From an optimization exercise on the open Yosys and OpenROAD flow, aimed at small area; shortcuts taken in it are not production practice.
Function was checked by simulation only, so behaviour that the tests miss may differ from the original.
No activity file was given, so power comes from the tool's default toggle rates.

run 1:
## algo_top
module  algo_top(
        input                   sclk                    ,
        input                   s_rst_n                 ,
        input                   vsync_i                 ,
        input                   hsync_i                 ,
        input   [15 : 0]        data_i                  ,
        input   [1 : 0]         sel                     ,
        input                   data_en                 ,
        output  reg             vsync_o                 ,
        output  reg             hsync_o                 ,
        output  wire [15 : 0]   rgb565                  ,
        output  wire    [15 : 0]   valid_num            ,
        output  wire    [31 : 0]   x_coor               ,
        output  wire    [31 : 0]   y_coor               ,
        output  wire            coor_valid_flag
);
Size: ~6,500 cells after synthesis, about 120 I/O pins.
Settings: LEC_CHECK=0, CAP_MARGIN=0, CORE_MARGIN=2, CORE_UTILIZATION=75, PLACE_DENSITY=0.9, SLEW_MARGIN=0; clock period 10.0 ns.
standard.sh (not shown) runs the stock make flow with config.mk's settings and CLKGATE_MAP_FILE= SYNTH_SCRIPT=/design/flow/synth_recipe.tcl, a recipe that flattens the netlist after the stock synthesis.
==> flow/flow/run.sh <==
#!/bin/bash
# Own flow: the standard layout (standard.sh, unchanged synthesis,
# floorplan, power grid, placement and routing) with two settings passed
# to ORFS through its own variables:
set -euo pipefail
export CTS_ARGS="-sink_clustering_enable -repair_clock_nets -dont_use_dummy_load -sink_clustering_size 20 -sink_clustering_max_diameter 50 -buf_list sky130_fd_sc_hd__clkbuf_8"
export BUFFER_PORTS_ARGS="-buffer_cell sky130_fd_sc_hd__buf_1"
bash standard.sh > standard.log 2>&1
Inputs modified between run 1 and run 2:
-- flow/flow/run.sh --
<<< run 1, line 5
>>> run 2, line 5
#  - port buffers made of the smallest buffer cell (every input and
#    output port still gets its own buffer).
# Each tool's full output is in the ORFS logs under orfs/logs/; make's own
# output goes to standard.log in this folder.
==> comparison <==
- Per the comparison of run 2 with run 1, number of buffers outside the clock class in the layout shows no meaningful change, number of clock buffer instances in the layout shows no meaningful change, die height shows no meaningful change, final RePlAce weighted congestion shows no meaningful change.
- Area inside the core boundary: run 1 vs run 2 identical
- On fmax, run 1 and run 2 are neck and neck.
- Run 2 was carried through to the last stage, and its layout satisfied the timing, design-rule and antenna checks.
- Run 1 was carried through to the last stage, and its layout satisfied the timing, design-rule and antenna checks.
- Diff run 1 -> run 2: final cell area excluding filler cells held, sequential cell count ~0 delta.
Modified inputs, run 3 compared to run 2
- putting CTS_CLUSTER_SIZE at 20 where nothing was set
- swapping 0 for 20 in CAP_MARGIN
- putting CTS_CLUSTER_DIAMETER at 60 where nothing was set
- swapping 75 for 70 in CORE_UTILIZATION
- putting CTS_BUF_LIST at sky130_fd_sc_hd__clkbuf_8 where nothing was set
- clearing PLACE_DENSITY, which used to be 0.9
- swapping 0 for 20 in SLEW_MARGIN
--- outcome ---
The flow did not stop early for run 3: all stages ran, and the layout cleared the timing, design-rule and antenna checks. [compare] base=run 2 new=run 3: layout buffer count excluding clock buffers has decreased, total design power decreased 0.53%. Comparing run 2 against run 3, there is no change at all in setup total negative slack. Looking at final instance count without filler cells, run 3 sits above run 2. Run 3 vs. run 2: cell area essentially unchanged; wire length decreased 11,000 um; via count decreased about 2.1%.
> inputs changed (run 3 -> run 4)
-- flow/flow/run.sh --
<<< run 3, line 10
export CTS_ARGS="-sink_clustering_enable -repair_clock_nets -dont_use_dummy_load -sink_clustering_size 20 -sink_clustering_max_diameter 50 -buf_list sky130_fd_sc_hd__clkbuf_8"
>>> run 4, line 10
export CTS_ARGS="-sink_clustering_enable -repair_clock_nets -dont_use_dummy_load -sink_clustering_size 30 -sink_clustering_max_diameter 45 -buf_list sky130_fd_sc_hd__clkbuf_8 -sink_clustering_buffer sky130_fd_sc_hd__clkbuf_16"
--- outcome ---
- Run 4 | stages: all done | timing, DRC, antenna: all pass
- Comparing run 4 and run 3, area growth from synthesis to layout is lower on run 3.
- Against run 3, the final cell area of run 4 is higher.
- Diff run 3..run 4 | initial core utilization | negligible
- Sort run 4 and run 3 by switching power, descending, and run 4 comes first.
- Fraction of area in registers in run 4 vs run 3: down 1.5 points
- Diff run 4 and run 3: leakage dissipation higher in run 4
- On first-iteration DRC count, run 4 does worse than run 3.
- Between run 4 and run 3, it is run 4 whose post-route total power is higher, by about 8%.
- Between run 4 and run 3, setup slack is lower for run 3, run 4 comes in above that.
- Cell with the largest stage delay on the worst path: sky130_fd_sc_hd__dfxtp_1 -> run 4, sky130_fd_sc_hd__a31oi_1 -> run 3
- In the metrics for run 4 and run 3, the one carrying the higher buffer count excluding the clock tree in the final layout is run 4.
- Portion of total power attributed to combinational logic: run 4 vs run 3 down 0.6 points
diff inputs: run 4 => run 5
-- flow/flow/run.sh --
<<< run 4, line 10
export CTS_ARGS="-sink_clustering_enable -repair_clock_nets -dont_use_dummy_load -sink_clustering_size 30 -sink_clustering_max_diameter 45 -buf_list sky130_fd_sc_hd__clkbuf_8 -sink_clustering_buffer sky130_fd_sc_hd__clkbuf_16"
>>> run 5, line 10
export CTS_ARGS="-sink_clustering_enable -repair_clock_nets -dont_use_dummy_load -sink_clustering_size 18 -sink_clustering_max_diameter 60 -buf_list sky130_fd_sc_hd__clkbuf_8"
Findings:
From run 4 to run 5 the numbers moved as follows: clock network area share has decreased, area added between synthesis and finish has decreased, sequential share of layout area has increased, total global-route track usage has decreased, power has decreased. Sort run 4 and run 5 by post-layout worst setup margin, ascending, and run 4 comes first.

-- what the ideal ports hide --
The results above use ideal ports. As a check the final layouts listed here were re-extracted and re-timed, cells and wires unchanged.
Step 1, drivers: a clkbuf_16 drives sclk and a buf_2 each remaining input, both assumed.
Step 2, shift: input delay + t, output delay - t, t = (earliest + latest rising clock arrival at the registers) / 2. This alone moves slack from input paths to output paths.
Slacks: ideal ports / drivers / drivers and shift; pairs: ideal ports / drivers.
| run | t, ns | setup slack, ns | worst hold slack (ns) | worst data-port slew with drivers (ns) |
|---|---|---|---|---|
| run 1 | 0.908 | 5.593 / 5.593 / 5.593 | 0.314 / 0.314 / 0.314 | 0.08 |
| run 2 | 0.908 | 5.593 / 5.593 / 5.593 | 0.314 / 0.314 / 0.314 | 0.08 |
| run 3 | 0.895 | 6.470 / 6.470 / 6.470 | 0.314 / 0.314 / 0.314 | 0.07 |
| run 4 | 0.962 | 6.488 / 6.423 / 6.507 | 0.335 / 0.335 / 0.335 | 0.07 |
| run 5 | 0.907 | 6.494 / 6.451 / 6.494 | 0.332 / 0.332 / 0.332 | 0.07 |
After both steps setup and hold are still met in every run listed.
